This design comes from an exercise in tuning for a short achievable clock period and few clock cycles on the open sky130 flow, not from production work.
In this exercise RTL edits were held to simulation tests only and were not proved equivalent to the original.
No activity file was given, so power comes from the tool's default toggle rates.

===== flow/config.mk =====
export PLATFORM = sky130hd
export DESIGN_NAME = processor
export DESIGN_NICKNAME = processor
export VERILOG_FILES = /design/flow/design.v
export SDC_FILE = /design/flow/constraint.sdc
export NUM_CORES = 4
export LEC_CHECK = 0
export CAP_MARGIN = 20
export CORE_MARGIN = 2
export CORE_UTILIZATION = 40
export SETUP_SLACK_MARGIN = 0.5
export SLEW_MARGIN = 20

===== flow/constraint.sdc =====
create_clock -name core_clock -period 11.0 [get_ports {clk}]
set_input_delay 2.2000 -clock core_clock [delete_from_list [all_inputs] [get_ports {clk}]]
set_output_delay 2.2000 -clock core_clock [all_outputs]
set_load 0.01 [all_outputs]

===== flow/design.v =====
module adder(a,b,out);
input [31:0]  a,b;
output [31:0] out;
assign out=a+b;
endmodule
module shift(shout,shin);
output [31:0] shout;
input [31:0] shin;
assign shout=shin<<2;
endmodule
module signext(in1,out1);
input [15:0] in1;
output [31:0] out1;
assign 	 out1 = {{ 16 {in1[15]}}, in1};
endmodule
module zeroext(in1,out1);
input [15:0] in1;
output [31:0] out1;
assign 	 out1 = {{ 16'b0}, in1};
endmodule
module mult2_to_1_32(out, i0,i1,s0);
output [31:0] out;
input [31:0]i0,i1;
input s0;
assign out = s0 ? i1:i0;
endmodule
module mult2_to_1_5(out, i0,i1,s0);
output [4:0] out;
input [4:0]i0,i1;
input s0;
assign out = s0 ? i1:i0;
endmodule
module mult4_to_1_32(out, i0, i1, i2, i3, s0, s1);
    output [31:0] out;
    input [31:0] i0, i1, i2, i3;
    input s0, s1;
    assign out = (s1 == 0 && s0 == 0) ? i0 :
                 (s1 == 0 && s0 == 1) ? i1 :
                 (s1 == 1 && s0 == 0) ? i2 :
                                        i3;
endmodule
module mult4_to_1_5(out, i0, i1, i2, i3, s0, s1);
    output [4:0] out;
    input [4:0] i0, i1, i2, i3;
    input s0, s1;
    assign out = (s1 == 0 && s0 == 0) ? i0 :
                 (s1 == 0 && s0 == 1) ? i1 :
                 (s1 == 1 && s0 == 0) ? i2 :
                                        i3;
endmodule
module control(in,func,regdest,alusrc,memtoreg,regwrite,memread,memwrite,branch,aluop1,aluop2,aluop3,brvControl,jmxorControl,jalpcControl,balnControl,blezalControl,noriControl);  
input [5:0] in; 
input [5:0] func; 
output regdest,alusrc,memtoreg,regwrite,memread,memwrite,branch,aluop1,aluop2,aluop3;
output brvControl,jmxorControl,jalpcControl,balnControl,blezalControl,noriControl;  
wire rformat,lw,sw,beq;
wire nori,blezal,jalpc,baln;
wire jmxor,brv;
assign rformat=~|in;
assign jmxor=(~|in) & (func[5] & (~func[4]) & (~func[3]) & (~func[2]) & (~func[1]) & (func[0]));  
assign brv=(~|in) & ((~func[5]) & (func[4]) & (~func[3]) & func[2] & (~func[1]) & (~func[0]));  
assign lw=in[5]& (~in[4])&(~in[3])&(~in[2])&in[1]&in[0];
assign sw=in[5]& (~in[4])&in[3]&(~in[2])&in[1]&in[0];
assign beq=~in[5]& (~in[4])&(~in[3])&in[2]&(~in[1])&(~in[0]);
assign nori=(~in[5]) & (~in[4]) & in[3] & in[2] & in[1] & in[0];  
assign blezal=in[5] & (~in[4]) & (~in[3]) & in[2] & (~in[1]) & (~in[0]);  
assign jalpc=(~in[5]) & in[4] & in[3] & in[2] & in[1] & in[0];  
assign baln=(~in[5]) & in[4] & in[3] & (~in[2]) & in[1] & in[0];  
assign regdest=rformat;
assign alusrc=lw|sw|nori;  
assign memtoreg=lw;
assign regwrite=rformat|lw|nori|blezal|jalpc|baln|jmxor;  
assign memread=lw;
assign memwrite=sw;
assign branch=beq;
assign aluop1=beq|nori;
assign aluop2=rformat|nori|brv|jmxor;  
assign aluop3=blezal;
assign noriControl=nori;
assign blezalControl=blezal; 
assign jalpcControl=jalpc;
assign balnControl=baln;
assign jmxorControl=jmxor;
assign brvControl=brv;
endmodule
module alucont(aluop2,aluop1,aluop0,f5,f4,f3,f2,f1,f0,gout); 
input aluop2,aluop1,aluop0,f5,f4,f3,f2,f1,f0;
output [3:0] gout;
reg [3:0] gout;
always @(aluop2 or aluop1 or aluop0 or f5 or f4 or f3 or f2 or f1 or f0)
begin
gout = 4'b0010;  
if(aluop2) gout = 4'b1111;
if(~aluop2 & ~aluop1 & ~aluop0)  gout=4'b0010;
if(~aluop2 & ~aluop1 & aluop0)gout=4'b0110;  
if(~aluop2 & aluop1 & aluop0)gout=4'b1010;  
if(~aluop2 & aluop1 & ~aluop0) 
begin
	if (f5&(~(f4|f3|f2|f1|f0)))gout=4'b0010; 	 
	if ((f5)&(~f4)&(~f3)&(~f2)&(f1)&(~f0))gout=4'b0110;		 
	if ((f5)&(~f4)&(~f3)&(f2)&(~f1)&(~f0))gout=4'b0000;		 
	if ((f5)&(~f4)&(~f3)&(f2)&(~f1)&(f0))gout=4'b0001;			 
	if ((f5)&(~f4)&(f3)&(~f2)&(f1)&(~f0))gout=4'b0111;			 
	if ((~f5)&(f4)&(~f3)&(f2)&(~f1)&(~f0))gout=4'b1000;   
	if ((f5)&(~f4)&(~f3)&(~f2)&(~f1)&(f0))gout=4'b1001;	 
end
end
endmodule
module alu32(sum,a,b,zout,gin, statusN,statusV,statusZ,nORv); 
output [31:0] sum;
output nORv;
input [31:0] a,b; 
input [3:0] gin; 
reg [31:0] sum;
reg [31:0] less;
output zout;
reg zout, nORv;
reg nORv_1;
output reg statusZ, statusN, statusV;
reg tempZ, tempN, tempV;
always @(a or b or gin)
begin
    tempZ = 0;
    tempN = 0;
    tempV = 0;
    nORv_1 = 0;
    less = 0;
    case(gin)
    4'b0010: begin
        sum=a+b;          
		if ((a[31]&b[31]&(~sum[31]) )| ((~a[31])&(~b[31])&(sum[31]))) tempV=1;
        end
    4'b0110: begin
        sum=a+1+(~b);     
		if ((a[31]&(~b[31])&(~sum[31])) | ((~a[31])&(b[31])&(sum[31]))) tempV=1;
        end
    4'b0111: begin 
        less=a+1+(~b);     
        if (less[31]) sum=1;
        else sum=0;
        end
    4'b1111: begin
        if (a[31] || a == 0) 
        begin
            sum = a;  
            nORv_1 = 1;
        end
        else sum = 1;
        end 
    4'b0000: sum=a & b;     
    4'b0001: sum=a|b;         
    4'b1010: sum=~(a | b);  
    4'b1001: sum=a^b;         
	4'b1000: sum=a;           
    default: sum=32'b0;
    endcase
    tempZ = (sum == 0) ? 1 : 0;
    tempN = sum[31];
zout=~(|sum);
nORv = nORv_1;
statusZ = tempZ;
statusN = tempN;
statusV = tempV;
end
endmodule
module processor(
input clk,
input rst,
output [31:0] imem_addr,
input  [31:0] imem_data,
output [31:0] dmem_addr,
output [31:0] dmem_wdata,
output dmem_we,
output dmem_re,
input  [31:0] dmem_rdata,
output ret_valid,
output [31:0] ret_pc,
output ret_we,
output [4:0] ret_waddr,
output [31:0] ret_wdata
);
reg [31:0] pc_f;
reg        v_d;
reg [31:0] ir_d, pc_d, pc4_d;
reg        v_e;
reg [31:0] a_e, b_e, sd_e, pc_e, pc4_e;
reg        we_e, lw_e, sw_e, link_e;
reg [4:0]  wa_e;
reg        sub_e, s_ar_e, s_and_e, s_or_e, s_xor_e, s_nor_e, s_slt_e, s_pass_e, s_one_e;
reg        v_m;
reg [31:0] res_m, sd_m, pc_m;
reg        we_m, lw_m, dwe_m, dre_m;
reg [4:0]  wa_m;
reg        v_w;
reg [31:0] res_w, pc_w;
reg        we_w;
reg [4:0]  wa_w;
reg        flag_n, flag_v;
reg [31:0] rf [0:31];
assign imem_addr = pc_f;
wire [31:0] pc4_f = pc_f + 32'd4;
wire [5:0] op_d = ir_d[31:26];
wire [5:0] fn_d = ir_d[5:0];
wire [4:0] rs_d = ir_d[25:21];
wire [4:0] rt_d = ir_d[20:16];
wire [4:0] rd_d = ir_d[15:11];
wire rtype_d  = (op_d == 6'h00);
wire i_brv    = rtype_d & (fn_d == 6'h14);
wire i_jmxor  = rtype_d & (fn_d == 6'h21);
wire i_sub    = rtype_d & (fn_d == 6'h22);
wire i_and    = rtype_d & (fn_d == 6'h24);
wire i_or     = rtype_d & (fn_d == 6'h25);
wire i_slt    = rtype_d & (fn_d == 6'h2a);
wire i_lw     = (op_d == 6'h23);
wire i_sw     = (op_d == 6'h2b);
wire i_beq    = (op_d == 6'h04);
wire i_nori   = (op_d == 6'h0f);
wire i_blezal = (op_d == 6'h24);
wire i_jalpc  = (op_d == 6'h1f);
wire i_baln   = (op_d == 6'h1b);
wire need_b  = ~(i_lw | i_nori | i_blezal | i_brv);
wire br_a    = i_beq | i_blezal | i_brv | i_jmxor;   
wire br_b    = i_beq | i_jmxor;                      
wire [31:0] bx_e  = sub_e ? ~b_e : b_e;
wire [31:0] sum_e = a_e + bx_e + {31'd0, sub_e};
wire [31:0] r_e =
      ({32{s_ar_e}}   & sum_e)
    | ({32{s_and_e}}  & (a_e & b_e))
    | ({32{s_or_e}}   & (a_e | b_e))
    | ({32{s_xor_e}}  & (a_e ^ b_e))
    | ({32{s_nor_e}}  & ~(a_e | b_e))
    | ({32{s_pass_e}} & a_e)
    | {31'd0, (s_slt_e & sum_e[31]) | s_one_e};
wire n_e = r_e[31];
wire v_e_flag = s_ar_e & (a_e[31] == bx_e[31]) & (sum_e[31] != a_e[31]);
wire [31:0] res_e = link_e ? pc4_e : r_e;
wire hit_e_a = v_e & we_e & (wa_e == rs_d);
wire hit_m_a = v_m & we_m & (wa_m == rs_d);
wire hit_w_a = v_w & we_w & (wa_w == rs_d);
wire hit_e_b = v_e & we_e & (wa_e == rt_d);
wire hit_m_b = v_m & we_m & (wa_m == rt_d);
wire hit_w_b = v_w & we_w & (wa_w == rt_d);
wire [31:0] m_val = lw_m ? dmem_rdata : res_m;
wire [31:0] a_old = hit_m_a ? res_m : hit_w_a ? res_w : rf[rs_d];
wire [31:0] b_old = hit_m_b ? res_m : hit_w_b ? res_w : rf[rt_d];
wire [31:0] a_fwd = hit_e_a ? res_e : hit_m_a ? m_val : hit_w_a ? res_w : rf[rs_d];
wire [31:0] b_fwd = hit_e_b ? res_e : hit_m_b ? m_val : hit_w_b ? res_w : rf[rt_d];
wire load_use = v_e & lw_e & (hit_e_a | (need_b & hit_e_b));
wire br_haz   = (br_a & (hit_e_a | (hit_m_a & lw_m))) | (br_b & (hit_e_b | (hit_m_b & lw_m)));
wire stall    = v_d & (load_use | br_haz);
wire prev_n = v_e ? n_e : flag_n;
wire prev_v = v_e ? v_e_flag : flag_v;
wire blez_c = a_old[31] | (a_old == 32'd0);
wire eq_c   = (a_old == b_old);
wire [31:0] sext_d = {{16{ir_d[15]}}, ir_d[15:0]};
wire [31:0] zext_d = {16'd0, ir_d[15:0]};
wire [31:0] bta_d  = pc4_d + {sext_d[29:0], 2'b00};
wire [31:0] jta_d  = {pc4_d[31:28], ir_d[25:0], 2'b00};
wire take_d = v_d & ~stall & (i_jalpc | (i_baln & prev_n) | (i_blezal & blez_c) |
                               (i_beq & eq_c) | (i_brv & prev_v) | i_jmxor);
wire [31:0] tgt_d = i_jmxor ? (a_old ^ b_old) : i_brv ? a_old : i_baln ? jta_d : bta_d;
wire go_d = v_d & ~stall;
always @(posedge clk) begin
  if (rst) begin
    pc_f <= 32'd0;
    v_d  <= 1'b0;
  end else if (!stall) begin
    if (take_d) begin
      pc_f <= tgt_d;
      v_d  <= 1'b0;
    end else begin
      pc_f  <= pc4_f;
      v_d   <= 1'b1;
      ir_d  <= imem_data;
      pc_d  <= pc_f;
      pc4_d <= pc4_f;
    end
  end
  v_e <= go_d & ~rst;
  if (go_d) begin
    a_e    <= a_fwd;
    b_e    <= (i_lw | i_sw) ? sext_d : i_nori ? zext_d : b_fwd;
    sd_e   <= b_fwd;
    pc_e   <= pc_d;
    pc4_e  <= pc4_d;
    we_e   <= rtype_d | i_lw | i_nori | (i_blezal & blez_c) | i_jalpc | i_baln;
    wa_e   <= i_blezal ? 5'd25 : (i_jmxor | i_baln) ? 5'd31 : rtype_d ? rd_d : rt_d;
    lw_e   <= i_lw;
    sw_e   <= i_sw;
    link_e <= i_jmxor | i_blezal | i_jalpc | i_baln;
    sub_e  <= i_sub | i_slt | i_beq;
    s_ar_e <= ~(i_and | i_or | i_slt | i_brv | i_jmxor | i_nori | i_blezal);
    s_and_e  <= i_and;
    s_or_e   <= i_or;
    s_xor_e  <= i_jmxor;
    s_nor_e  <= i_nori;
    s_slt_e  <= i_slt;
    s_pass_e <= i_brv | (i_blezal & blez_c);
    s_one_e  <= i_blezal & ~blez_c;
  end
  v_m   <= v_e & ~rst;
  dwe_m <= v_e & sw_e & ~rst;
  dre_m <= v_e & lw_e & ~rst;
  if (v_e) begin
    res_m <= res_e;
    sd_m  <= sd_e;
    pc_m  <= pc_e;
    we_m  <= we_e;
    wa_m  <= wa_e;
    lw_m  <= lw_e;
  end
  if (v_e & ~rst) begin
    flag_n <= n_e;
    flag_v <= v_e_flag;
  end
  v_w <= v_m & ~rst;
  if (v_m) begin
    res_w <= m_val;
    pc_w  <= pc_m;
    we_w  <= we_m;
    wa_w  <= wa_m;
  end
  if (v_w & we_w & ~rst) rf[wa_w] <= res_w;
end
assign dmem_addr  = res_m;
assign dmem_wdata = sd_m;
assign dmem_we    = dwe_m;
assign dmem_re    = dre_m;
assign ret_valid = v_w;
assign ret_pc    = pc_w;
assign ret_we    = we_w;
assign ret_waddr = wa_w;
assign ret_wdata = res_w;
endmodule

===== flow/run.sh =====
#!/bin/bash
# synth_recipe.tcl (not shown) runs the flow's synth.tcl, then flattens the netlist and writes it again
# the make line also repeats each setting of config.mk as NAME=value (left out here)
make -C /OpenROAD-flow-scripts/flow DESIGN_CONFIG=/design/flow/config.mk WORK_HOME=/design/flow/orfs CLKGATE_MAP_FILE= SYNTH_SCRIPT=/design/flow/synth_recipe.tcl finish

==> results.txt, run 1 <==
Met3 wire length - 32670 µm
Total routed wire length on the met1 layer - 108000 µm
Num Clock Sinks - 1517
Remaining number of nets flagged by the antenna check after routing - 0
Net count reported at finish - 5573
Yosys top cell by area - sky130_fd_sc_hd__edfxtp_1
Max-cap violation count - 0
Fraction of synthesis flops using an asynchronous set or reset pin - 0%
Row count - 159
RSZ-0062 raised after global routing - no
I/O pin count - 235
Routed wirelength normalized by instance count - 36.87 µm
Avg Synthesized Cell Area - 14.74 µm²
Kind of start point of the critical path - flip-flop
Die ar. - 193400 µm²
Commonest non-fill, non-tap cells in the layout - sky130_fd_sc_hd__edfxtp_1 (1469), sky130_fd_sc_hd__mux4_2 (400), sky130_fd_sc_hd__mux2i_1 (320)
Number of antenna violations at the first check in global routing - 9
Clock Latency Late Sink - 0.85 ns
Initial standard-cell utilization of the core - 40.37%
Critical Path Sink Type - flip-flop
Number of optimization iterations in the first detailed-route pass - 6
# fillers - 16.43k
Layout Cell Area excl Fill - 86290 µm²
Port buffer count - 234
Footprint of the multi-input gates - 28720 µm²
Pwr Total - 14.34 mW
Peak supply drop - 0.0001722 V
TritonCTS clock tree - built
Die Y - 439.8 µm
Cell repeated most along the worst path - sky130_fd_sc_hd__buf_4
Register area - 45100 µm²
Final hold viol count - 0
Total negative slack - 0 ns
Critical path data arrival time - 8.05 ns
Horizontal die dimension - 439.8 µm
Area growth, synth to finish - 13.58%
Crit Path Max Fanout - 99
Register-to-Register Path Depth - 15
Syn nets - 5346
Number of gates given a new drive strength after cts - 0
Transition time of the tightest slew-check pin - 1.217 ns
Wire length after detailed routing - 295200 µm
Status - no timing/DRC/antenna violations
Top Layer Used - met5
Min-Delay Path Class - flip-flop to flip-flop
Vias in the first global route - 50.52k
Commonest non-fill, non-tap cell in the layout - sky130_fd_sc_hd__edfxtp_1
P_leak - 29.37 nW
H-tree depth reported by CTS - 4
Maximum clock rate - 0.1360 GHz
Number of warnings reported in the yosys synthesis log - 1
Vias post-DR - 52.89k
Most used DFF post-synth - sky130_fd_sc_hd__edfxtp_1
Pin count of the biggest net entering global routing - 129
Largest delay contributor family on the critical path - compound AO/OA/AOI/OAI gates
Number of flops mapped to enable cells by yosys - 1469
Share of final-layout standard cells stronger than drive strength 1 - 17.37%
Hold_buf cts - 0
Via count normalized by instance count - 6.607
Cell area power density - 166.2 nW/µm²
Floorplan core area - 188200 µm²
List of cells traversed by the critical path - buf_12 > and3_1 > a22oi_1 > a41oi_1 > o221ai_1 > a221oi_1 > a2111oi_0 > nand4_1 > nor4_1 > a211o_2 > o31a_1 > buf_4 > nor2_4 > buf_4 > mux2_2
First DRT Iteration DRCs - 8737
Worst slew margin - 18.86%
Portion of the post-synthesis area used by sequential elements - 59.33%
Max Slew Vio Count - 0
Routed wl met2 - 133000 µm
Clock Tree Root - sky130_fd_sc_hd__clkbuf_16
Crit share post-route - 66.83%
Crit Path Category - flip-flop to flip-flop
Final weighted congestion of routability-driven global placement - 0.9941
Register with the highest flop count - rf
Number of CTS-inserted buffers - 163
Proportion of netlist area held by the largest area contributor - 58.06%
Final Setup Violations - 0
Number of instances in the synthesized netlist - 5153
Area of the mapped netlist - 75980 µm²
CTS clk-pin slew, worst paths - 0.06 ns
Worst EP required - 11.70 ns
Register-to-register setup slack - 3.65 ns
Number of buffers and inverters on the critical path - 3
Number of synthesized register bits - 1517
Post-CTS setup-driven buffer insertion count - 0
Placed inst area - 81250 µm²
HPWL Detailed - 190900 µm
Total gr overflow - 0
Netlist cell types - 104
Max Clock Skew - 0.04611 ns
Max Buffers Root-to-Sink - 3
Biggest area contributors in the synthesized netlist - sky130_fd_sc_hd__edfxtp_1 (58%), sky130_fd_sc_hd__mux4_2 (12%), sky130_fd_sc_hd__mux2i_1 (4.2%)
Final routed DRC violation total - 0
All-Layer GR Usage - 30.00%
Slowest stage cell on the critical path - sky130_fd_sc_hd__and3_1
Biggest cell delay along the critical path - 1.06 ns
Number of flip-flops under the largest register name - 1024
Time the worst path needs with I/O delays and setup - 7.352 ns
Number of stages on the worst setup path - 15
First-pass GRT wire length - 405000 µm
==> routing by layer <==
metal,vias to the layer above,GRT usage (%)
li1,21283,-
met1,27058,38.69
met2,3743,46.04
met3,804,6.956
met4,4,18.33
met5,-,0
==> worst min-delay path by stage <==
stage / startpoint / endpoint / cells past startpoint
finish: pc_m[4] / pc_w[4] / 0
floorplan: pc_d[10] / pc_e[10] / 0
global route: pc_m[26] / pc_w[26] / 0
detailed placement: pc_e[12] / pc_m[12] / 0
global placement: sd_e[8] / sd_m[8] / 0
CTS: pc_d[15] / pc_e[15] / 0
==> logic make-up (layout without fill, tap and decap cells) <==
logic type,Yosys count,in the layout,share of synthesized area (%)
muxes,759,759,16.70
xor gates and xnor gates,169,169,1.948
AOI/OAI and AO/OA,1092,1092,10.25
other,0,1,0
and+or+nand+nor,1000,1000,6.322
buffers and inverters,489,845,3.343
DFF,1517,1517,59.33
adders and majority gates,127,127,2.111
==> final cells by class <==
cell class | count | area share, %
well taps | 2495 | 3.618
diodes | 1 | 0.002900
multi-input cells | 3147 | 33.28
inverters | 139 | 0.6133
clock buffers | 201 | 4.940
flip-flops and latches | 1517 | 52.27
repair buffers | 412 | 4.399
clock inverters | 93 | 0.8758
==> per-stage QoR <==
stage               utilization (%)  hold slack, ns  worst slack (ns)  std cells
floorplan                         -          0.4003             2.808       5153
global placement              43.16          0.4013             3.803       7708
detailed placement            43.17          0.4045             3.900       7709
CTS                           45.84          0.4167             3.891       8003
global route                  45.85          0.4233             3.496       8004
finish                        45.85          0.4148             3.648       8005
==> power by group <==
part / switching [mW] / internal [mW]
Combinational: 1.48 / 0.878
Clock: 2.36 / 2.96
Sequential: 0.177 / 6.48
Total: 4.01 / 10.3
==> synthesized netlist by cell type (73+ instances only) <==
library cell	n
sky130_fd_sc_hd__a22oi_1	155
sky130_fd_sc_hd__nand3_1	122
sky130_fd_sc_hd__ha_1	125
sky130_fd_sc_hd__edfxtp_1	1469
sky130_fd_sc_hd__mux2i_1	320
sky130_fd_sc_hd__clkbuf_1	162
sky130_fd_sc_hd__a21oi_1	213
sky130_fd_sc_hd__nand2_1	274
sky130_fd_sc_hd__mux4_2	400
sky130_fd_sc_hd__xor2_1	98
sky130_fd_sc_hd__nor2_1	257
sky130_fd_sc_hd__buf_2	73
sky130_fd_sc_hd__inv_1	136
sky130_fd_sc_hd__o21ai_0	142
Testbench counts, summed over its fixed seeds: cycles 147,831.
==> inputs of run 2 (changes only) <==
--- a/flow/design.v
+++ b/flow/design.v
@@ -182,4 +182,11 @@
 reg [31:0] pc_f;
-reg        v_d;
+reg        v_d, hit_d;
 reg [31:0] ir_d, pc_d, pc4_d;
+reg        btb_v   [0:31];
+reg [6:0]  btb_tag [0:31];
+reg [31:0] btb_tgt [0:31];
+reg        bu_set, bu_clr;
+reg [4:0]  bu_idx;
+reg [6:0]  bu_tag;
+reg [31:0] bu_tgt;
 reg        v_e;
@@ -201,2 +208,5 @@
 wire [31:0] pc4_f = pc_f + 32'd4;
+wire [4:0]  idx_f = pc_f[6:2];
+wire        hit_f = btb_v[idx_f] & (btb_tag[idx_f] == {pc_f[11:7], pc_f[1:0]});
+wire [31:0] pred_f = hit_f ? btb_tgt[idx_f] : pc4_f;
 wire [5:0] op_d = ir_d[31:26];
@@ -261,2 +271,4 @@
 wire [31:0] tgt_d = i_jmxor ? (a_old ^ b_old) : i_brv ? a_old : i_baln ? jta_d : bta_d;
+wire [31:0] next_d = take_d ? tgt_d : pc4_d;
+wire mis_d = v_d & ~stall & (next_d != pc_f);
 wire go_d = v_d & ~stall;
@@ -267,8 +279,9 @@
   end else if (!stall) begin
-    if (take_d) begin
-      pc_f <= tgt_d;
+    if (mis_d) begin
+      pc_f <= next_d;
       v_d  <= 1'b0;
     end else begin
-      pc_f  <= pc4_f;
+      pc_f  <= pred_f;
       v_d   <= 1'b1;
+      hit_d <= hit_f;
       ir_d  <= imem_data;
@@ -278,2 +291,11 @@
   end
+  bu_set <= go_d & take_d & ~rst;
+  bu_clr <= go_d & ~take_d & hit_d & ~rst;
+  bu_idx <= pc_d[6:2];
+  bu_tag <= {pc_d[11:7], pc_d[1:0]};
+  bu_tgt <= tgt_d;
+  if (bu_set) begin
+    btb_tag[bu_idx] <= bu_tag;
+    btb_tgt[bu_idx] <= bu_tgt;
+  end
   v_e <= go_d & ~rst;
@@ -324,2 +346,11 @@
 end
+integer i;
+always @(posedge clk)
+  if (rst) begin
+    for (i = 0; i < 32; i = i + 1) btb_v[i] <= 1'b0;
+  end else if (bu_set) begin
+    btb_v[bu_idx] <= 1'b1;
+  end else if (bu_clr) begin
+    btb_v[bu_idx] <= 1'b0;
+  end
 assign dmem_addr  = res_m;
==> flow/flow/run.sh (new file) <==
#!/bin/bash
# Standard ORFS layout (the standard.sh, unchanged synthesis), with timing repair
# asked for a larger setup margin so that it keeps shortening the worst paths.
set -euo pipefail
cd "$(dirname "$0")/.."
bash standard.sh SETUP_SLACK_MARGIN=7 TNS_END_PERCENT=20 finish > standard_flow.log 2>&1
==> flow/standard.sh (new file) <==
#!/bin/bash
# synth_recipe.tcl (not shown) runs the flow's synth.tcl, then flattens the netlist and writes it again
# the make line also repeats each setting of config.mk as NAME=value (left out here)
make -C /OpenROAD-flow-scripts/flow DESIGN_CONFIG=/design/flow/config.mk WORK_HOME=/design/flow/orfs CLKGATE_MAP_FILE= SYNTH_SCRIPT=/design/flow/synth_recipe.tcl "${@:-finish}"
removed: flow/run.sh
==> run 2 against run 1 <==
Highest routed layer unchanged. Clock power rose by 99%. First-iteration DRC count grew 41%. Hold slack worse by 0.040 ns. Combinational power increased by 57%.
==> results.txt, run 2 <==
Cell area power density - 177.3 nW/µm²
Kind of start point of the critical path - flip-flop
Number of optimization iterations in the first detailed-route pass - 8
Biggest cell delay along the critical path - 0.62 ns
Number of synthesized register bits - 2849
Total negative slack - 0 ns
Worst EP required - 11.62 ns
I/O pin count - 235
Top cell types by occurrence after synthesis - sky130_fd_sc_hd__edfxtp_1 (2750), sky130_fd_sc_hd__mux4_2 (826), sky130_fd_sc_hd__mux2i_1 (314), sky130_fd_sc_hd__nor2_1 (314), sky130_fd_sc_hd__clkbuf_1 (270)
Clock network fraction of design power - 39.5%
Yosys top cell by area - sky130_fd_sc_hd__edfxtp_1
Total routed wire length on the met1 layer - 171800 µm
Biggest area contributors in the synthesized netlist - sky130_fd_sc_hd__edfxtp_1 (65%), sky130_fd_sc_hd__mux4_2 (15%), sky130_fd_sc_hd__mux2i_1 (2.5%)
Minimum hold slack - 0.3753 ns
Commonest non-fill, non-tap cell in the layout - sky130_fd_sc_hd__edfxtp_1
Crit Path Category - flip-flop to flip-flop
Crit Path Max Fanout - 14
Initial standard-cell utilization of the core - 40.26%
Worst slack, placed - 2.070 ns
Largest delay contributor family on the critical path - simple AND/OR/NAND/NOR gates
Cell count after placement - 11.48k
Netlist cell types - 101
Layout Utilization - 48.25%
Largest registers - btb_tgt (1024), rf (1024), btb_tag (224)
Routed wl met2 - 205000 µm
Clock Tree Root - sky130_fd_sc_hd__clkbuf_16
Floorplan core area - 315200 µm²
Transition time of the tightest slew-check pin - 1.136 ns
Remaining number of nets flagged by the antenna check after routing - 0
Fraction of synthesis flops using an asynchronous set or reset pin - 0%
TritonCTS clock tree - built
Power share of the sequential group - 46.8%
Port buffer count - 234
Register area - 84630 µm²
P_leak - 50.05 nW
Final routed DRC violation total - 0
Total gr overflow - 0
Hold_buf cts - 0
Wire length after detailed routing - 463100 µm
Number of flops mapped to enable cells by yosys - 2750
All-Layer GR Usage - 27.82%
Portion of the post-synthesis area used by sequential elements - 66.63%
HPWL Detailed - 271500 µm
Critical path data arrival time - 7.46 ns
Die Y - 567.3 µm
Horizontal die dimension - 567.3 µm
Footprint of the multi-input gates - 41920 µm²
Vias post-DR - 80.44k
First DRT Iteration DRCs - 12.28k
Met3 wire length - 53170 µm
Max Clock Skew - 0.09104 ns
Net count reported at finish - 8132
Min-Delay Path Class - flip-flop to flip-flop
Final weighted congestion of routability-driven global placement - 0.9751
Top Layer Used - met5
Internal Pwr Total - 20.02 mW
First-pass GRT wire length - 626100 µm
Most instantiated library cell after synthesis - sky130_fd_sc_hd__edfxtp_1
CTS clk-pin slew, worst paths - 0.06 ns
Routed wirelength normalized by instance count - 37.47 µm
Most used DFF post-synth - sky130_fd_sc_hd__edfxtp_1
Net Sw Power - 6.950 mW
Worst hold start - pc_d[4]
Final hold viol count - 0
Max-cap violation count - 0
Status - no timing/DRC/antenna violations
Maximum clock rate - 0.1461 GHz
Syn nets - 7468
Commonest non-fill, non-tap cells in the layout - sky130_fd_sc_hd__edfxtp_1 (2750), sky130_fd_sc_hd__mux4_2 (826), sky130_fd_sc_hd__buf_4 (386)
Peak supply drop - 0.0001210 V
Setup slack of the critical path after layout - 4.157 ns
Number of buffers and inverters on the critical path - 12
Switch share - 25.77%
Number of instances in the synthesized netlist - 7275
Avg Synthesized Cell Area - 17.45 µm²
Share of final-layout standard cells stronger than drive strength 1 - 29.37%
Clock Latency Late Sink - 0.93 ns
Worst slew margin - 24.26%
Slowest stage cell on the critical path - sky130_fd_sc_hd__mux4_2
Combinational fraction of design power - 13.7%
Area growth, synth to finish - 19.83%
Max Slew Vio Count - 0
Number of antenna violations at the first check in global routing - 29
H-tree depth reported by CTS - 5
Row count - 206
Final non-filler cell total - 12.36k
Critical Path Sink Type - flip-flop
Crit share post-route - 62.21%
# fillers - 25.92k
Cell repeated most along the worst path - sky130_fd_sc_hd__buf_12
Num Clock Sinks - 2849
Pin count of the biggest net entering global routing - 118
Via count normalized by instance count - 6.507
Time the worst path needs with I/O delays and setup - 6.843 ns
Max Buffers Root-to-Sink - 4
Vias in the first global route - 77.54k
Number of CTS-inserted buffers - 311
Proportion of netlist area held by the largest area contributor - 65.07%
Area of the mapped netlist - 126900 µm²
RSZ-0062 raised after global routing - yes
Number of warnings reported in the yosys synthesis log - 1
Final Setup Violations - 0
Die ar. - 321800 µm²
==> run 2: cell types whose count changed in the layout (fill, tap and decap cells not counted), sizes merged, moves of 24 or more <==
| cell | change |
|---|---|
| a22o | -36 |
| a22oi | +60 |
| buf | +380 |
| bufinv | +24 |
| clkbuf | +230 |
| clkinv | +29 |
| dfxtp | +51 |
| edfxtp | +1281 |
| inv | +46 |
| mux2 | +69 |
| mux4 | +426 |
| nor2 | +55 |
| o21ai | +26 |
==> run 2: path summary, 6_finish.rpt <==
check              endpoint  slack, ns  depth (start not counted)
setup / recovery   pc_d[26]       4.16                         26
hold / removal    bu_idx[2]       0.38                          0
setup reg to reg   pc_d[26]       4.16                         26
hold reg to reg   bu_idx[2]       0.38                          0
==> run 2: kinds of logic (layout without fill, tap and decap cells) <==
group	after synthesis	in the layout	share of synthesized area [%]
flip-flops	2849	2849	66.63
XOR/XNOR	192	192	1.325
adder cells (fa/ha/maj)	127	127	1.264
AND/OR/NAND/NOR	1092	1094	4.181
multiplexers	1249	1249	18.13
other	0	9	0
AO/OA/AOI/OAI	1117	1118	6.123
buffers and inverters	649	1563	2.350
==> run 2: worst reg2reg max path: stages (launching register included) <==
cell and delay (ns):
sky130_fd_sc_hd__dfxtp_4 0.43, sky130_fd_sc_hd__buf_12 0.20, sky130_fd_sc_hd__buf_12 0.19, sky130_fd_sc_hd__buf_16 0.18, sky130_fd_sc_hd__mux4_2 0.52, sky130_fd_sc_hd__mux4_2 0.62, sky130_fd_sc_hd__nor4_4 0.47, sky130_fd_sc_hd__nor3_2 0.13
sky130_fd_sc_hd__buf_4 0.17, sky130_fd_sc_hd__o21a_4 0.12, sky130_fd_sc_hd__xnor2_2 0.16, sky130_fd_sc_hd__or4b_4 0.52, sky130_fd_sc_hd__or4_4 0.48, sky130_fd_sc_hd__a31oi_4 0.26, sky130_fd_sc_hd__buf_12 0.15, sky130_fd_sc_hd__buf_16 0.14
sky130_fd_sc_hd__mux2i_4 0.24, sky130_fd_sc_hd__o2111ai_2 0.13, sky130_fd_sc_hd__and4bb_1 0.34, sky130_fd_sc_hd__and4_4 0.24, sky130_fd_sc_hd__buf_12 0.12, sky130_fd_sc_hd__o211ai_4 0.07, sky130_fd_sc_hd__buf_6 0.13, sky130_fd_sc_hd__clkinvlp_4 0.10
sky130_fd_sc_hd__buf_6 0.16, sky130_fd_sc_hd__buf_12 0.16, sky130_fd_sc_hd__buf_16 0.16
==> run 2: per-stage QoR <==
step / instance area (µm²) / power [mW]
floorplan: 127200 / 14.61
global placement: 135100 / 15.89
detailed placement: 135200 / 15.93
CTS: 149500 / 26.77
global route: 152100 / 27.62
finish: 152100 / 26.97
==> run 2: power by group through the flow <==
stage / Clock [mW] / Sequential, mW / Combinational [mW]
after global placement: 0 / 12.9 / 3.03
after CTS: 10.7 / 12.6 / 3.40
after floorplan: 0 / 12.7 / 1.93
after detailed placement: 0 / 12.9 / 3.05
after global routing: 11.2 / 12.7 / 3.81
final: 10.6 / 12.6 / 3.70
==> run 2: cell type report <==
class | count | area share (%)
Antenna cell | 9 | 0.01481
Clock buffer | 409 | 5.566
Clock inverter | 157 | 1.234
Inverter | 180 | 0.4648
Multi-Input combinational cell | 3780 | 27.57
Sequential cell | 2849 | 55.65
Tap cell | 4160 | 3.422
Timing Repair Buffer | 815 | 6.072
Timing Repair inverter | 2 | 0.01152
==> run 2: repair_timing <==
item                                    4_1_cts  5_1_grt
endpoints found under the hold margin         0        0
gates resized for setup                     319      328
buffers inserted                            140      107
pin swaps                                    76       72
endpoints found under the setup margin     1118     1197
gates cloned                                 40       20
==> run 2: per-layer routing <==
metal,vias up,global-route usage (%)
met3,1266,6.131
met5,-,0
met4,10,16.40
li1,31257,-
met2,5812,41.78
met1,42090,37.25
Testbench counts of run 2, summed over its fixed seeds: cycles 133,758.
==> inputs of run 3 (changes only) <==
--- a/flow/design.v
+++ b/flow/design.v
@@ -184,14 +184,8 @@
 reg [31:0] ir_d, pc_d, pc4_d;
-reg        btb_v   [0:31];
-reg [6:0]  btb_tag [0:31];
-reg [31:0] btb_tgt [0:31];
-reg        bu_set, bu_clr;
-reg [4:0]  bu_idx;
-reg [6:0]  bu_tag;
-reg [31:0] bu_tgt;
-reg        v_e;
-reg [31:0] a_e, b_e, sd_e, pc_e, pc4_e;
+reg        v_e, hit_e;
+reg [31:0] a_e, b_e, sd_e, pc_e, pc4_e, st_e, pnx_e;
 reg        we_e, lw_e, sw_e, link_e;
 reg [4:0]  wa_e;
-reg        sub_e, s_ar_e, s_and_e, s_or_e, s_xor_e, s_nor_e, s_slt_e, s_pass_e, s_one_e;
+reg        sub_e, s_ar_e, s_and_e, s_or_e, s_xor_e, s_nor_e, s_slt_e, s_pass_e;
+reg        j_e, jx_e, brv_e, baln_e, blez_e, beq_e, pnx4_e, pnxst_e;
 reg        v_m;
@@ -206,6 +200,13 @@
 reg [31:0] rf [0:31];
+reg        btb_v   [0:31];
+reg [6:0]  btb_tag [0:31];
+reg [31:0] btb_tgt [0:31];
+reg        bu_set, bu_clr;
+reg [4:0]  bu_idx;
+reg [6:0]  bu_tag;
+reg [31:0] bu_tgt;
 assign imem_addr = pc_f;
-wire [31:0] pc4_f = pc_f + 32'd4;
-wire [4:0]  idx_f = pc_f[6:2];
-wire        hit_f = btb_v[idx_f] & (btb_tag[idx_f] == {pc_f[11:7], pc_f[1:0]});
+wire [31:0] pc4_f  = pc_f + 32'd4;
+wire [4:0]  idx_f  = pc_f[6:2];
+wire        hit_f  = btb_v[idx_f] & (btb_tag[idx_f] == {pc_f[11:7], pc_f[1:0]});
 wire [31:0] pred_f = hit_f ? btb_tgt[idx_f] : pc4_f;
@@ -230,5 +231,3 @@
 wire i_baln   = (op_d == 6'h1b);
-wire need_b  = ~(i_lw | i_nori | i_blezal | i_brv);
-wire br_a    = i_beq | i_blezal | i_brv | i_jmxor;   
-wire br_b    = i_beq | i_jmxor;                      
+wire need_b = ~(i_lw | i_nori | i_blezal | i_brv);
 wire [31:0] bx_e  = sub_e ? ~b_e : b_e;
@@ -242,3 +241,3 @@
     | ({32{s_pass_e}} & a_e)
-    | {31'd0, (s_slt_e & sum_e[31]) | s_one_e};
+    | {31'd0, s_slt_e & sum_e[31]};
 wire n_e = r_e[31];
@@ -246,2 +245,9 @@
 wire [31:0] res_e = link_e ? pc4_e : r_e;
+wire blez_c = a_e[31] | (a_e == 32'd0);
+wire take_e = j_e | (baln_e & flag_n) | (brv_e & flag_v) | (blez_e & blez_c) | (beq_e & (a_e == b_e));
+wire [31:0] dyn_e = brv_e ? a_e : (a_e ^ b_e);      
+wire [31:0] tgt_e = jx_e ? dyn_e : st_e;
+wire tgt_ok = jx_e ? (dyn_e == pnx_e) : pnxst_e;
+wire mis_e  = v_e & (take_e ? ~tgt_ok : ~pnx4_e);
+wire [31:0] next_e = take_e ? tgt_e : pc4_e;
 wire hit_e_a = v_e & we_e & (wa_e == rs_d);
@@ -253,4 +259,2 @@
 wire [31:0] m_val = lw_m ? dmem_rdata : res_m;
-wire [31:0] a_old = hit_m_a ? res_m : hit_w_a ? res_w : rf[rs_d];
-wire [31:0] b_old = hit_m_b ? res_m : hit_w_b ? res_w : rf[rt_d];
 wire [31:0] a_fwd = hit_e_a ? res_e : hit_m_a ? m_val : hit_w_a ? res_w : rf[rs_d];
@@ -258,8 +262,5 @@
 wire load_use = v_e & lw_e & (hit_e_a | (need_b & hit_e_b));
-wire br_haz   = (br_a & (hit_e_a | (hit_m_a & lw_m))) | (br_b & (hit_e_b | (hit_m_b & lw_m)));
-wire stall    = v_d & (load_use | br_haz);
-wire prev_n = v_e ? n_e : flag_n;
-wire prev_v = v_e ? v_e_flag : flag_v;
-wire blez_c = a_old[31] | (a_old == 32'd0);
-wire eq_c   = (a_old == b_old);
+wire blez_use = v_e & blez_e & ((rs_d == 5'd25) | (need_b & (rt_d == 5'd25)));
+wire stall    = v_d & (load_use | blez_use);
+wire go_d     = v_d & ~stall & ~mis_e;
 wire [31:0] sext_d = {{16{ir_d[15]}}, ir_d[15:0]};
@@ -268,8 +269,3 @@
 wire [31:0] jta_d  = {pc4_d[31:28], ir_d[25:0], 2'b00};
-wire take_d = v_d & ~stall & (i_jalpc | (i_baln & prev_n) | (i_blezal & blez_c) |
-                               (i_beq & eq_c) | (i_brv & prev_v) | i_jmxor);
-wire [31:0] tgt_d = i_jmxor ? (a_old ^ b_old) : i_brv ? a_old : i_baln ? jta_d : bta_d;
-wire [31:0] next_d = take_d ? tgt_d : pc4_d;
-wire mis_d = v_d & ~stall & (next_d != pc_f);
-wire go_d = v_d & ~stall;
+wire [31:0] st_d   = i_baln ? jta_d : bta_d;
 always @(posedge clk) begin
@@ -278,38 +274,34 @@
     v_d  <= 1'b0;
+  end else if (mis_e) begin
+    pc_f <= next_e;
+    v_d  <= 1'b0;
   end else if (!stall) begin
-    if (mis_d) begin
-      pc_f <= next_d;
-      v_d  <= 1'b0;
-    end else begin
-      pc_f  <= pred_f;
-      v_d   <= 1'b1;
-      hit_d <= hit_f;
-      ir_d  <= imem_data;
-      pc_d  <= pc_f;
-      pc4_d <= pc4_f;
-    end
-  end
-  bu_set <= go_d & take_d & ~rst;
-  bu_clr <= go_d & ~take_d & hit_d & ~rst;
-  bu_idx <= pc_d[6:2];
-  bu_tag <= {pc_d[11:7], pc_d[1:0]};
-  bu_tgt <= tgt_d;
-  if (bu_set) begin
-    btb_tag[bu_idx] <= bu_tag;
-    btb_tgt[bu_idx] <= bu_tgt;
+    pc_f <= pred_f;
+    v_d  <= 1'b1;
+  end
+  if (!stall) begin
+    hit_d <= hit_f;
+    ir_d  <= imem_data;
+    pc_d  <= pc_f;
+    pc4_d <= pc4_f;
   end
   v_e <= go_d & ~rst;
-  if (go_d) begin
-    a_e    <= a_fwd;
-    b_e    <= (i_lw | i_sw) ? sext_d : i_nori ? zext_d : b_fwd;
-    sd_e   <= b_fwd;
-    pc_e   <= pc_d;
-    pc4_e  <= pc4_d;
-    we_e   <= rtype_d | i_lw | i_nori | (i_blezal & blez_c) | i_jalpc | i_baln;
-    wa_e   <= i_blezal ? 5'd25 : (i_jmxor | i_baln) ? 5'd31 : rtype_d ? rd_d : rt_d;
-    lw_e   <= i_lw;
-    sw_e   <= i_sw;
-    link_e <= i_jmxor | i_blezal | i_jalpc | i_baln;
-    sub_e  <= i_sub | i_slt | i_beq;
-    s_ar_e <= ~(i_and | i_or | i_slt | i_brv | i_jmxor | i_nori | i_blezal);
+  if (!stall) begin
+    a_e     <= a_fwd;
+    b_e     <= (i_lw | i_sw) ? sext_d : i_nori ? zext_d : b_fwd;
+    sd_e    <= b_fwd;
+    pc_e    <= pc_d;
+    pc4_e   <= pc4_d;
+    st_e    <= st_d;
+    pnx_e   <= pc_f;
+    pnx4_e  <= (pc_f == pc4_d);
+    pnxst_e <= (pc_f == st_d);
+    hit_e   <= hit_d;
+    we_e    <= rtype_d | i_lw | i_nori | i_jalpc | i_baln;
+    wa_e    <= i_blezal ? 5'd25 : (i_jmxor | i_baln) ? 5'd31 : rtype_d ? rd_d : rt_d;
+    lw_e    <= i_lw;
+    sw_e    <= i_sw;
+    link_e  <= i_jmxor | i_blezal | i_jalpc | i_baln;
+    sub_e   <= i_sub | i_slt | i_beq;
+    s_ar_e  <= ~(i_and | i_or | i_slt | i_brv | i_jmxor | i_nori | i_blezal);
     s_and_e  <= i_and;
@@ -319,4 +311,18 @@
     s_slt_e  <= i_slt;
-    s_pass_e <= i_brv | (i_blezal & blez_c);
-    s_one_e  <= i_blezal & ~blez_c;
+    s_pass_e <= i_brv | i_blezal;
+    j_e     <= i_jalpc | i_jmxor;
+    jx_e    <= i_jmxor | i_brv;
+    brv_e   <= i_brv;
+    baln_e  <= i_baln;
+    blez_e  <= i_blezal;
+    beq_e   <= i_beq;
+  end
+  bu_set <= v_e & take_e & ~rst;
+  bu_clr <= v_e & ~take_e & hit_e & ~rst;
+  bu_idx <= pc_e[6:2];
+  bu_tag <= {pc_e[11:7], pc_e[1:0]};
+  bu_tgt <= tgt_e;
+  if (bu_set) begin
+    btb_tag[bu_idx] <= bu_tag;
+    btb_tgt[bu_idx] <= bu_tgt;
   end
@@ -329,3 +335,3 @@
     pc_m  <= pc_e;
-    we_m  <= we_e;
+    we_m  <= we_e | (blez_e & blez_c);
     wa_m  <= wa_e;
@@ -333,3 +339,3 @@
   end
-  if (v_e & ~rst) begin
+  if (v_e) begin
     flag_n <= n_e;
@@ -344,3 +350,3 @@
   end
-  if (v_w & we_w & ~rst) rf[wa_w] <= res_w;
+  if (v_w & we_w) rf[wa_w] <= res_w;
 end
==> flow/run.sh (new file) <==
#!/bin/bash
# synth_recipe.tcl (not shown) runs the flow's synth.tcl, then flattens the netlist and writes it again
# the make line also repeats each setting of config.mk as NAME=value (left out here)
make -C /OpenROAD-flow-scripts/flow DESIGN_CONFIG=/design/flow/config.mk WORK_HOME=/design/flow/orfs CLKGATE_MAP_FILE= SYNTH_SCRIPT=/design/flow/synth_recipe.tcl finish
removed: flow/flow/run.sh
removed: flow/standard.sh
==> run 3 against run 2 <==
Clock skew is 0.012 ns higher. Synthesized cell count is 6.8% lower. Final area is 4.5% lower. Die area hardly changed. Via count is 9.8% lower. Hold slack better by 0.0068 ns. Sequential share of layout area is 3.4 points higher. Register-to-register slack better by 1.4 ns. Sequential power is 4% higher. Combinational power is 18% lower. Cell count is 6.7% lower. Critical endpoint is now pc_f[27]. Clock power hardly changed.
==> results.txt, run 3 <==
Status - no timing/DRC/antenna violations
Maximum clock rate - 0.1826 GHz
CTS clk-pin slew, worst paths - 0.06 ns
Clock Tree Root - sky130_fd_sc_hd__clkbuf_16
Worst slew margin - 12.86%
Area growth, synth to finish - 14.47%
Cell area power density - 183.8 nW/µm²
Remaining number of nets flagged by the antenna check after routing - 0
Commonest non-fill, non-tap cells in the layout - sky130_fd_sc_hd__edfxtp_1 (2790), sky130_fd_sc_hd__mux4_2 (1020), sky130_fd_sc_hd__clkbuf_16 (314)
Final weighted congestion of routability-driven global placement - 0.9617
Final Setup Violations - 0
Min-Delay Path Class - flip-flop to flip-flop
Vias post-DR - 72.53k
RSZ-0062 raised after global routing - no
Proportion of netlist area held by the largest area contributor - 66.00%
Placed inst area - 135000 µm²
H-tree depth reported by CTS - 5
Syn nets - 6981
Biggest area contributors in the synthesized netlist - sky130_fd_sc_hd__edfxtp_1 (66%), sky130_fd_sc_hd__mux4_2 (18%), sky130_fd_sc_hd__mux2i_1 (1.7%)
Row count - 206
Pwr Total - 26.70 mW
Avg Synthesized Cell Area - 18.72 µm²
Vias in the first global route - 71.36k
Max Clock Skew - 0.1027 ns
Worst slack, placed - 5.561 ns
Horizontal die dimension - 567.3 µm
Num Clock Sinks - 2889
Number of instances in the synthesized netlist - 6782
Worst EP required - 11.78 ns
Total gr overflow - 0
Transition time of the tightest slew-check pin - 1.307 ns
Most instantiated library cell after synthesis - sky130_fd_sc_hd__edfxtp_1
Die Y - 567.3 µm
Peak supply drop - 0.0001405 V
HPWL Detailed - 255100 µm
Largest registers - btb_tgt (1024), rf (1024), btb_tag (224)
Total negative slack - 0 ns
I/O pin count - 235
Layout Utilization - 46.09%
Initial standard-cell utilization of the core - 40.27%
Layout Cell Area excl Fill - 145300 µm²
Fraction of synthesis flops using an asynchronous set or reset pin - 0%
Final hold viol count - 0
Critical Path Sink Type - flip-flop
Footprint of the multi-input gates - 39450 µm²
Via count normalized by instance count - 6.291
All-Layer GR Usage - 25.42%
First DRT Iteration DRCs - 10.75k
Clock Latency Late Sink - 0.94 ns
Minimum hold slack - 0.3821 ns
Share of final-layout standard cells stronger than drive strength 1 - 25.77%
Final non-filler cell total - 11.53k
Number of CTS-inserted buffers - 308
Die ar. - 321900 µm²
P_leak - 47.61 nW
Max Buffers Root-to-Sink - 4
Netlist cell types - 83
Portion of the post-synthesis area used by sequential elements - 67.56%
Most used DFF post-synth - sky130_fd_sc_hd__edfxtp_1
Worst hold start - pc_e[6]
Start point of the critical path - ir_d[29]
Setup slack of the critical path after layout - 5.525 ns
Time the worst path needs with I/O delays and setup - 5.475 ns
Yosys top cell by area - sky130_fd_sc_hd__edfxtp_1
Commonest non-fill, non-tap cell in the layout - sky130_fd_sc_hd__edfxtp_1
Top cell types by occurrence after synthesis - sky130_fd_sc_hd__edfxtp_1 (2790), sky130_fd_sc_hd__mux4_2 (1020), sky130_fd_sc_hd__nor2_1 (296)
Final routed DRC violation total - 0
TritonCTS clock tree - built
Crit share post-route - 49.78%
Number of flops mapped to enable cells by yosys - 2790
Register area - 85820 µm²
Area of the mapped netlist - 126900 µm²
Cell count after placement - 10.95k
Max-cap violation count - 0
Floorplan core area - 315200 µm²
Port buffer count - 234
Kind of start point of the critical path - flip-flop
Post-CTS setup-driven buffer insertion count - 0
Crit Path Category - flip-flop to flip-flop
First-pass GRT wire length - 575000 µm
Number of optimization iterations in the first detailed-route pass - 6
Routed wirelength normalized by instance count - 36.03 µm
Net count reported at finish - 7296
Hold_buf cts - 0
# fillers - 26.39k
Origin of the critical flop-to-flop path - ir_d[29]
Pin count of the biggest net entering global routing - 122
Wire length after detailed routing - 415400 µm
Crit Path Max Fanout - 121
Number of gates given a new drive strength after cts - 0
Number of synthesized register bits - 2889
Critical path data arrival time - 6.25 ns
Max Slew Vio Count - 0
Number of warnings reported in the yosys synthesis log - 1
Number of antenna violations at the first check in global routing - 36
## run 3: changes by cell type in the layout (fill, tap and decap cells not counted), sizes merged, moves of 36 or more
cell / before / now
o21ai: 175 / 106
mux2i: 315 / 214
nand3: 138 / 76
mux4: 826 / 1020
edfxtp: 2750 / 2790
inv: 192 / 154
a221oi: 45 / 9
buf: 558 / 208
a22oi: 215 / 38
## run 3: area by class of cell
class / count / share of cell area, %
flip-flops and latches: 2889 / 59.07
inverters: 136 / 0.3565
multi-input cells: 3321 / 27.15
well taps: 4160 / 3.582
repair buffers: 441 / 2.788
clock inverters: 163 / 1.311
diodes: 17 / 0.02928
clock buffers: 401 / 5.715
## run 3: where the power goes
part	total [mW]	switching [mW]	leakage (nW)	internal (mW)
Combinational	3.02	1.79	15.9	1.23
Sequential	13.1	0.567	26.8	12.5
Clock	10.6	4.44	4.95	6.15
Total	26.7	6.80	47.6	19.9
## run 3: cell families (layout without fill, tap and decap cells)
kind of cell | Yosys count | after routing | synth area share (%)
flip-flops | 2889 | 2889 | 67.56
multiplexers | 1318 | 1318 | 20.53
AND/OR/NAND/NOR | 930 | 930 | 3.491
AO/OA/AOI/OAI | 718 | 718 | 3.774
buffers and inverters | 572 | 1141 | 1.787
XOR/XNOR | 222 | 222 | 1.532
adder cells (fa/ha/maj) | 133 | 133 | 1.323
other | 0 | 17 | 0
## run 3: worst paths after layout
kind	end	slack [ns]	cells past startpoint
worst min-delay path	bu_idx[4]	0.38	0
worst max-delay path	pc_f[27]	5.52	12
worst min register to register	bu_idx[4]	0.38	0
worst max register to register	pc_f[27]	5.52	12
## run 3: metal layers
| metal | global-route usage, % | wire [µm] |
|---|---|---|
| met1 | 34.65 | 161400 |
| met2 | 39.30 | 191000 |
| met3 | 5.315 | 40560 |
| met4 | 11.67 | 22350 |
| met5 | 0 | 68 |
## run 3: worst max-delay path: stages (launching register included)
cell and delay [ns]:
sky130_fd_sc_hd__edfxtp_1 0.55, sky130_fd_sc_hd__nor3_1 0.88, sky130_fd_sc_hd__nand4_1 0.38, sky130_fd_sc_hd__nand3_1 0.27
sky130_fd_sc_hd__o21ai_0 0.11, sky130_fd_sc_hd__a22oi_1 0.45, sky130_fd_sc_hd__nor2_4 0.06, sky130_fd_sc_hd__buf_4 0.33
sky130_fd_sc_hd__inv_8 0.68, sky130_fd_sc_hd__buf_4 0.96, sky130_fd_sc_hd__nor2_1 0.06, sky130_fd_sc_hd__mux2_2 0.30
sky130_fd_sc_hd__a211oi_1 0.19
Testbench counts of run 3, summed over its fixed seeds: cycles 136,589.
==> inputs of run 4 (changes only) <==
--- a/flow/design.v
+++ b/flow/design.v
@@ -288,3 +288,3 @@
   v_e <= go_d & ~rst;
-  if (!stall) begin
+  begin
     a_e     <= a_fwd;
@@ -331,3 +331,3 @@
   dre_m <= v_e & lw_e & ~rst;
-  if (v_e) begin
+  begin
     res_m <= res_e;
@@ -344,3 +344,3 @@
   v_w <= v_m & ~rst;
-  if (v_m) begin
+  begin
     res_w <= m_val;
==> flow/flow/run.sh (new file) <==
#!/bin/bash
# Standard ORFS layout (the standard.sh, unchanged synthesis), with timing repair
# asked for a larger setup margin so that it keeps shortening the worst paths.
set -euo pipefail
cd "$(dirname "$0")/.."
bash standard.sh SETUP_SLACK_MARGIN=7.5 TNS_END_PERCENT=20 finish > standard_flow.log 2>&1
==> flow/standard.sh (new file) <==
#!/bin/bash
# synth_recipe.tcl (not shown) runs the flow's synth.tcl, then flattens the netlist and writes it again
# the make line also repeats each setting of config.mk as NAME=value (left out here)
make -C /OpenROAD-flow-scripts/flow DESIGN_CONFIG=/design/flow/config.mk WORK_HOME=/design/flow/orfs CLKGATE_MAP_FILE= SYNTH_SCRIPT=/design/flow/synth_recipe.tcl "${@:-finish}"
removed: flow/run.sh
==> run 4 against run 3 <==
Clock-buffer cell count increased by 26. Flip-flop and latch count increased by 20. Via count increased by 1.7%. Setup slack improved by 1.7 ns. Largest cell class unchanged. Register-to-register slack improved by 1.8 ns.
==> results.txt, run 4 <==
Status - no timing/DRC/antenna violations
Initial standard-cell utilization of the core - 40.17%
Largest delay contributor family on the critical path - flip-flops
Fraction of synthesis flops using an asynchronous set or reset pin - 0%
# fillers - 25.55k
Syn nets - 7072
H-tree depth reported by CTS - 5
Total negative slack - 0 ns
Clock network fraction of design power - 35.1%
List of cells traversed by the critical path - clkdlybuf4s15_1
Critical Path Sink Type - primary output
Min-Delay Path Class - flip-flop to flip-flop
Final Setup Violations - 0
Maximum clock rate - 0.2671 GHz
Number of synthesized register bits - 2909
Most instantiated library cell after synthesis - sky130_fd_sc_hd__edfxtp_1
First DRT Iteration DRCs - 10.49k
First-pass GRT wire length - 583700 µm
Number of warnings reported in the yosys synthesis log - 1
HPWL Detailed - 243000 µm
Max Buffers Root-to-Sink - 4
Area of the mapped netlist - 123800 µm²
Final non-filler cell total - 11.92k
Vias in the first global route - 71.98k
Horizontal die dimension - 560.4 µm
Routed wirelength normalized by instance count - 36.04 µm
RSZ-0062 raised after global routing - yes
Proportion of netlist area held by the largest area contributor - 58.22%
Number of CTS-inserted buffers - 311
Pin count of the biggest net entering global routing - 67
Number of instances in the synthesized netlist - 6873
I/O pin count - 235
Top cell types by occurrence after synthesis - sky130_fd_sc_hd__edfxtp_1 (2401), sky130_fd_sc_hd__mux4_2 (1021), sky130_fd_sc_hd__dfxtp_1 (508)
Area growth, synth to finish - 20.24%
Cell area power density - 201.8 nW/µm²
Internal Pwr Total - 21.71 mW
Largest registers - btb_tgt (1024), rf (1024), btb_tag (224)
Biggest cell delay along the critical path - 0.38 ns
Minimum hold slack - 0.3045 ns
Power share of the sequential group - 45.7%
Footprint of the multi-input gates - 40970 µm²
Vias post-DR - 73.76k
Portion of the post-synthesis area used by sequential elements - 66.43%
Peak supply drop - 0.0001396 V
Transition time of the tightest slew-check pin - 1.324 ns
Number of optimization iterations in the first detailed-route pass - 6
Avg Synthesized Cell Area - 18.02 µm²
Number of flops mapped to enable cells by yosys - 2401
CTS clk-pin slew, worst paths - 0.08 ns
Switch share - 27.74%
Worst slew margin - 11.72%
Via count normalized by instance count - 6.188
Max Slew Vio Count - 0
All-Layer GR Usage - 26.57%
Biggest area contributors in the synthesized netlist - sky130_fd_sc_hd__edfxtp_1 (58%), sky130_fd_sc_hd__mux4_2 (19%), sky130_fd_sc_hd__dfxtp_1 (8.2%)
Commonest non-fill, non-tap cell in the layout - sky130_fd_sc_hd__edfxtp_1
Hold_buf cts - 0
Critical path data arrival time - 1.54 ns
Number of antenna violations at the first check in global routing - 25
Worst EP required - 8.80 ns
Wire length after detailed routing - 429600 µm
Combinational fraction of design power - 19.2%
Clock Tree Root - sky130_fd_sc_hd__clkbuf_16
Max-cap violation count - 0
P_leak - 50.31 nW
Slowest stage cell on the critical path - sky130_fd_sc_hd__dfxtp_2
Kind of start point of the critical path - flip-flop
TritonCTS clock tree - built
Net count reported at finish - 7731
Final hold viol count - 0
Commonest non-fill, non-tap cells in the layout - sky130_fd_sc_hd__edfxtp_1 (2401), sky130_fd_sc_hd__mux4_2 (1021), sky130_fd_sc_hd__buf_4 (372)
Share of final-layout standard cells stronger than drive strength 1 - 34.14%
Yosys top cell by area - sky130_fd_sc_hd__edfxtp_1
Max Clock Skew - 0.1165 ns
Die Y - 560.4 µm
Most used DFF post-synth - sky130_fd_sc_hd__edfxtp_1
Total gr overflow - 0
Register area - 82690 µm²
Cell count after placement - 11.01k
Number of buffers and inverters on the critical path - 1
Floorplan core area - 308300 µm²
Time the worst path needs with I/O delays and setup - 3.743 ns
Final routed DRC violation total - 0
Crit Path Category - flip-flop to primary output
Row count - 204
Net Sw Power - 8.335 mW
Clock Latency Late Sink - 0.95 ns
Netlist cell types - 100
Crit Path Max Fanout - 2
Crit share post-route - 34.03%
Remaining number of nets flagged by the antenna check after routing - 0
Die ar. - 314100 µm²
Port buffer count - 234
Final weighted congestion of routability-driven global placement - 0.9776
Num Clock Sinks - 2909
## run 4: cell types whose count changed in the layout (fill, tap and decap cells not counted), moves of 58 or more
cell,change
sky130_fd_sc_hd__buf_4,+178
sky130_fd_sc_hd__dlygate4sd2_1,+58
sky130_fd_sc_hd__clkdlybuf4s50_1,-169
sky130_fd_sc_hd__dfxtp_2,+79
sky130_fd_sc_hd__buf_12,+59
sky130_fd_sc_hd__dfxtp_4,+69
sky130_fd_sc_hd__dfxtp_1,+261
sky130_fd_sc_hd__edfxtp_1,-389
sky130_fd_sc_hd__buf_6,+84
## run 4: repair_timing
action                     in CTS  in global routing
buffers inserted              163                105
cloned                         48                 15
resized for setup             997                357
pin swaps                      44                 62
setup endpoints to repair     773                369
## run 4: metrics by stage
stage | power, mW | utilization (%) | cell area [µm²] | worst slack (ns)
global placement | 17.98 | 42.74 | 131800 | 5.816
global route | 30.75 | 48.29 | 148900 | 7.245
CTS | 29.65 | 47.58 | 146700 | 7.217
floorplan | 15.87 | - | 123900 | 7.348
finish | 30.04 | 48.30 | 148900 | 7.257
detailed placement | 18.06 | 42.74 | 131800 | 5.901
## run 4: cell families (layout without fill, tap and decap cells)
group / after synthesis / count (layout) / share of synthesized area (%)
AND/OR/NAND/NOR: 901 / 901 / 3.482
flip-flops: 2909 / 2909 / 66.43
buffers and inverters: 610 / 1526 / 2.043
adder cells (fa/ha/maj): 133 / 133 / 1.356
other: 0 / 11 / 0
multiplexers: 1325 / 1325 / 21.10
AO/OA/AOI/OAI: 782 / 782 / 4.064
XOR/XNOR: 213 / 213 / 1.531
## run 4: worst paths after layout
| path | cells after the start | slack [ns] | endpoint | startpoint |
|---|---|---|---|---|
| hold / removal | 0 | 0.30 | pc_w[18] | pc_m[18] |
| hold reg to reg | 0 | 0.30 | pc_w[18] | pc_m[18] |
| setup reg to reg | 4 | 7.32 | rf[7][8] | wa_w[1] |
| setup / recovery | 1 | 7.26 | imem_addr[5] | pc_f[5] |
## run 4: metal layers
layer | vias to the layer above | global-route usage [%] | share of wire, % | wire [µm]
met4 | 12 | 13.37 | 5.9 | 25260
li1 | 29286 | - | - | -
met1 | 39330 | 35.46 | 38 | 163300
met2 | 4296 | 41.77 | 47 | 200500
met3 | 832 | 4.996 | 9.4 | 40430
met5 | - | 0 | 0.020 | 88
## run 4: power groups by stage
stage          Clock, mW  Sequential (mW)  Combinational, mW
2_1_floorplan          0             13.9               1.95
3_3_place_gp           0             13.9               4.05
3_5_place_dp           0             14.0               4.09
4_1_cts             10.6             13.7               5.33
5_1_grt             11.1             13.8               5.92
6_report            10.5             13.7               5.77
## run 4: cell type report
type / count / area share (%)
inverters: 168 / 0.4378
repair buffers: 787 / 6.200
clock buffers: 427 / 5.841
flip-flops and latches: 2909 / 55.53
multi-input cells: 3354 / 27.51
well taps: 4120 / 3.462
clock inverters: 143 / 0.9973
diodes: 11 / 0.01848
repair inverters: 1 / 0.005882
Testbench counts of run 4, summed over its fixed seeds: cycles 136,589.
==> inputs of run 5 (changes only) <==
--- a/flow/config.mk
+++ b/flow/config.mk
@@ -9,3 +9,3 @@
 export CORE_MARGIN = 2
-export CORE_UTILIZATION = 40
+export CORE_UTILIZATION = 55
 export SETUP_SLACK_MARGIN = 0.5
==> run 5 against run 4 <==
Synthesized cell count unchanged. Flip-flop and latch count unchanged. Hold slack got worse by 0.0075 ns. Combinational power decreased by 7.8%. Critical endpoint is now b_e[15]. Highest routed layer unchanged.
==> results.txt, run 5 <==
CTS clk-pin slew, worst paths - 0.07 ns
I/O pin count - 235
Crit share post-route - 35.04%
Internal Pwr Total - 21.49 mW
HPWL Detailed - 230300 µm
Num Clock Sinks - 2909
Port buffer count - 234
Horizontal die dimension - 478.5 µm
Netlist cell types - 100
Yosys top cell by area - sky130_fd_sc_hd__edfxtp_1
Vias post-DR - 73.19k
Number of instances in the synthesized netlist - 6873
Number of optimization iterations in the first detailed-route pass - 8
RSZ-0062 raised after global routing - yes
Register-to-Register Path Depth - 8
Routed wl met2 - 204100 µm
Top Layer Used - met5
Max-cap violation count - 0
Min-Delay Path Class - flip-flop to flip-flop
Via count normalized by instance count - 6.807
Portion of the post-synthesis area used by sequential elements - 66.43%
Proportion of netlist area held by the largest area contributor - 58.22%
Cell repeated most along the worst path - sky130_fd_sc_hd__o211ai_1
Number of antenna violations at the first check in global routing - 27
Number of synthesized register bits - 2909
Die Y - 478.5 µm
P_leak - 49.89 nW
Biggest area contributors in the synthesized netlist - sky130_fd_sc_hd__edfxtp_1 (58%), sky130_fd_sc_hd__mux4_2 (19%), sky130_fd_sc_hd__dfxtp_1 (8.2%)
Number of stages on the worst setup path - 8
Initial standard-cell utilization of the core - 55.23%
Peak supply drop - 0.0001565 V
Transition time of the tightest slew-check pin - 1.286 ns
Area of the mapped netlist - 123800 µm²
Hold_buf cts - 0
Number of warnings reported in the yosys synthesis log - 1
Remaining number of nets flagged by the antenna check after routing - 0
Most used DFF post-synth - sky130_fd_sc_hd__edfxtp_1
Number of CTS-inserted buffers - 320
Number of buffers and inverters on the critical path - 1
Syn nets - 7072
Worst hold stages - 0
Status - no timing/DRC/antenna violations
Critical path data arrival time - 4.66 ns
Critical Path Sink Type - flip-flop
Clock Tree Root - sky130_fd_sc_hd__clkbuf_16
Crit Path Category - flip-flop to flip-flop
Maximum clock rate - 0.2594 GHz
Final Setup Violations - 0
Minimum hold slack - 0.2970 ns
Power share of the sequential group - 46.6%
Row count - 174
Die ar. - 229000 µm²
TritonCTS clock tree - built
Final hold viol count - 0
Wire length after detailed routing - 417500 µm
List of cells traversed by the critical path - buf_4 > mux4_2 > mux2i_1 > nand2_1 > o211ai_1 > o211ai_1 > o21a_1 > mux2_2
Kind of start point of the critical path - flip-flop
Most instantiated library cell after synthesis - sky130_fd_sc_hd__edfxtp_1
Final routed DRC violation total - 0
Number of flops mapped to enable cells by yosys - 2401
Layout Utilization - 65.35%
Top cell types by occurrence after synthesis - sky130_fd_sc_hd__edfxtp_1 (2401), sky130_fd_sc_hd__mux4_2 (1021), sky130_fd_sc_hd__dfxtp_1 (508)
Clock network fraction of design power - 35.4%
Max Slew Vio Count - 0
All-Layer GR Usage - 36.31%
First-pass GRT wire length - 571500 µm
Switch share - 27.10%
Largest delay contributor family on the critical path - compound AO/OA/AOI/OAI gates
Vias in the first global route - 71.22k
Max Clock Skew - 0.06448 ns
Net count reported at finish - 7693
Crit Path Max Fanout - 29
Final weighted congestion of routability-driven global placement - 0.9757
Largest registers - btb_tgt (1024), rf (1024), btb_tag (224)
Share of final-layout standard cells stronger than drive strength 1 - 33.01%
Total gr overflow - 0
Commonest non-fill, non-tap cell in the layout - sky130_fd_sc_hd__edfxtp_1
Fraction of synthesis flops using an asynchronous set or reset pin - 0%
Net Sw Power - 7.991 mW
Pwr Total - 29.48 mW
Total routed wire length on the met1 layer - 152400 µm
Max Buffers Root-to-Sink - 4
Avg Synthesized Cell Area - 18.02 µm²
Slowest stage cell on the critical path - sky130_fd_sc_hd__dfxtp_4
Floorplan core area - 224200 µm²
Biggest cell delay along the critical path - 0.87 ns
Commonest non-fill, non-tap cells in the layout - sky130_fd_sc_hd__edfxtp_1 (2401), sky130_fd_sc_hd__mux4_2 (1021), sky130_fd_sc_hd__dfxtp_1 (361)
Area growth, synth to finish - 18.33%
Cell area power density - 201.2 nW/µm²
Combinational fraction of design power - 18.1%
Routed wirelength normalized by instance count - 38.82 µm
Pin count of the biggest net entering global routing - 70
Worst EP required - 11.81 ns
Clock Latency Late Sink - 0.96 ns
Total negative slack - 0 ns
First DRT Iteration DRCs - 9877
H-tree depth reported by CTS - 5
Met3 wire length - 36870 µm
Worst slew margin - 13.88%
Time the worst path needs with I/O delays and setup - 3.854 ns
run 5: cell counts after synthesis:
Identical to the previous run, type by type.
run 5: layout make-up:
cell class                 count  area (µm²)
sequential                  2909       82660
fill                       15387       77690
multi-input combinational   3355       40830
clock buffer                 432        8919
timing repair buffer         740        8513
tap                         2992        3744
clock inverter               136        1182
inverter                     168       650.6
antenna                       21       52.55
run 5: stage by stage:
stage,instance area [µm²],instances,setup WS (ns)
2_1_floorplan,123900,6873,7.348
3_3_place_gp,130200,9852,5.761
3_5_place_dp,130200,9852,5.758
4_1_cts,145100,10661,7.190
5_1_grt,146500,10743,7.212
6_report,146500,10753,7.146
run 5: worst reg2reg max path: cells and delay by family, from the launching register on:
kind | cells | cell delay [ns]
flip-flops | 1 | 0.87
AO/OA/AOI/OAI | 3 | 1.14
multiplexers | 3 | 0.91
buffers and inverters | 1 | 0.72
AND/OR/NAND/NOR | 1 | 0.07
run 5: cell families (layout without fill, tap and decap cells):
family	after synthesis	after routing	synth area share [%]
xor+xnor	213	213	1.531
fa+ha+maj	133	133	1.356
other cells	0	21	0
compound gates	782	782	4.064
simple gates	901	902	3.482
mux	1325	1325	21.10
flops	2909	2909	66.43
buf+inv	610	1476	2.043
run 5: routing by layer:
layer  vias to the layer above  track usage, %
li1                      29264               -
met2                      4139           59.00
met4                        12           18.54
met3                       855           6.238
met5                         -               0
met1                     38923           47.64
run 5: final timing paths:
check                               start        to  slack [ns]
worst max register to register  flip-flop   b_e[15]        7.15
worst max-delay path            flip-flop   b_e[15]        7.15
worst min register to register   pc_d[27]  pc_e[27]        0.30
worst min-delay path             pc_d[27]  pc_e[27]        0.30
run 5: power by group through the flow:
stage                     Sequential (mW)  Combinational (mW)  Clock, mW
after floorplan                      13.9                1.95          0
after global placement               14.0                3.85          0
after detailed placement             14.1                3.89          0
after CTS                            13.7                5.05       10.5
after global routing                 13.8                5.49       11.0
final                                13.7                5.32       10.4
run 5: timing repair:
| action | CTS | global route |
|---|---|---|
| setup endpoints to repair | 410 | 280 |
| pin swaps | 30 | 48 |
| gates cloned | 48 | 4 |
| buffers inserted | 193 | 67 |
| gates resized for setup | 918 | 266 |

Check on run 5: ideal ports give 7.146 ns setup slack; a clkbuf_16 on the clock port and buf_2 on the inputs give 7.132 ns; moving port delays by the midpoint clock arrival (1.015 ns) as well gives 6.560 ns.
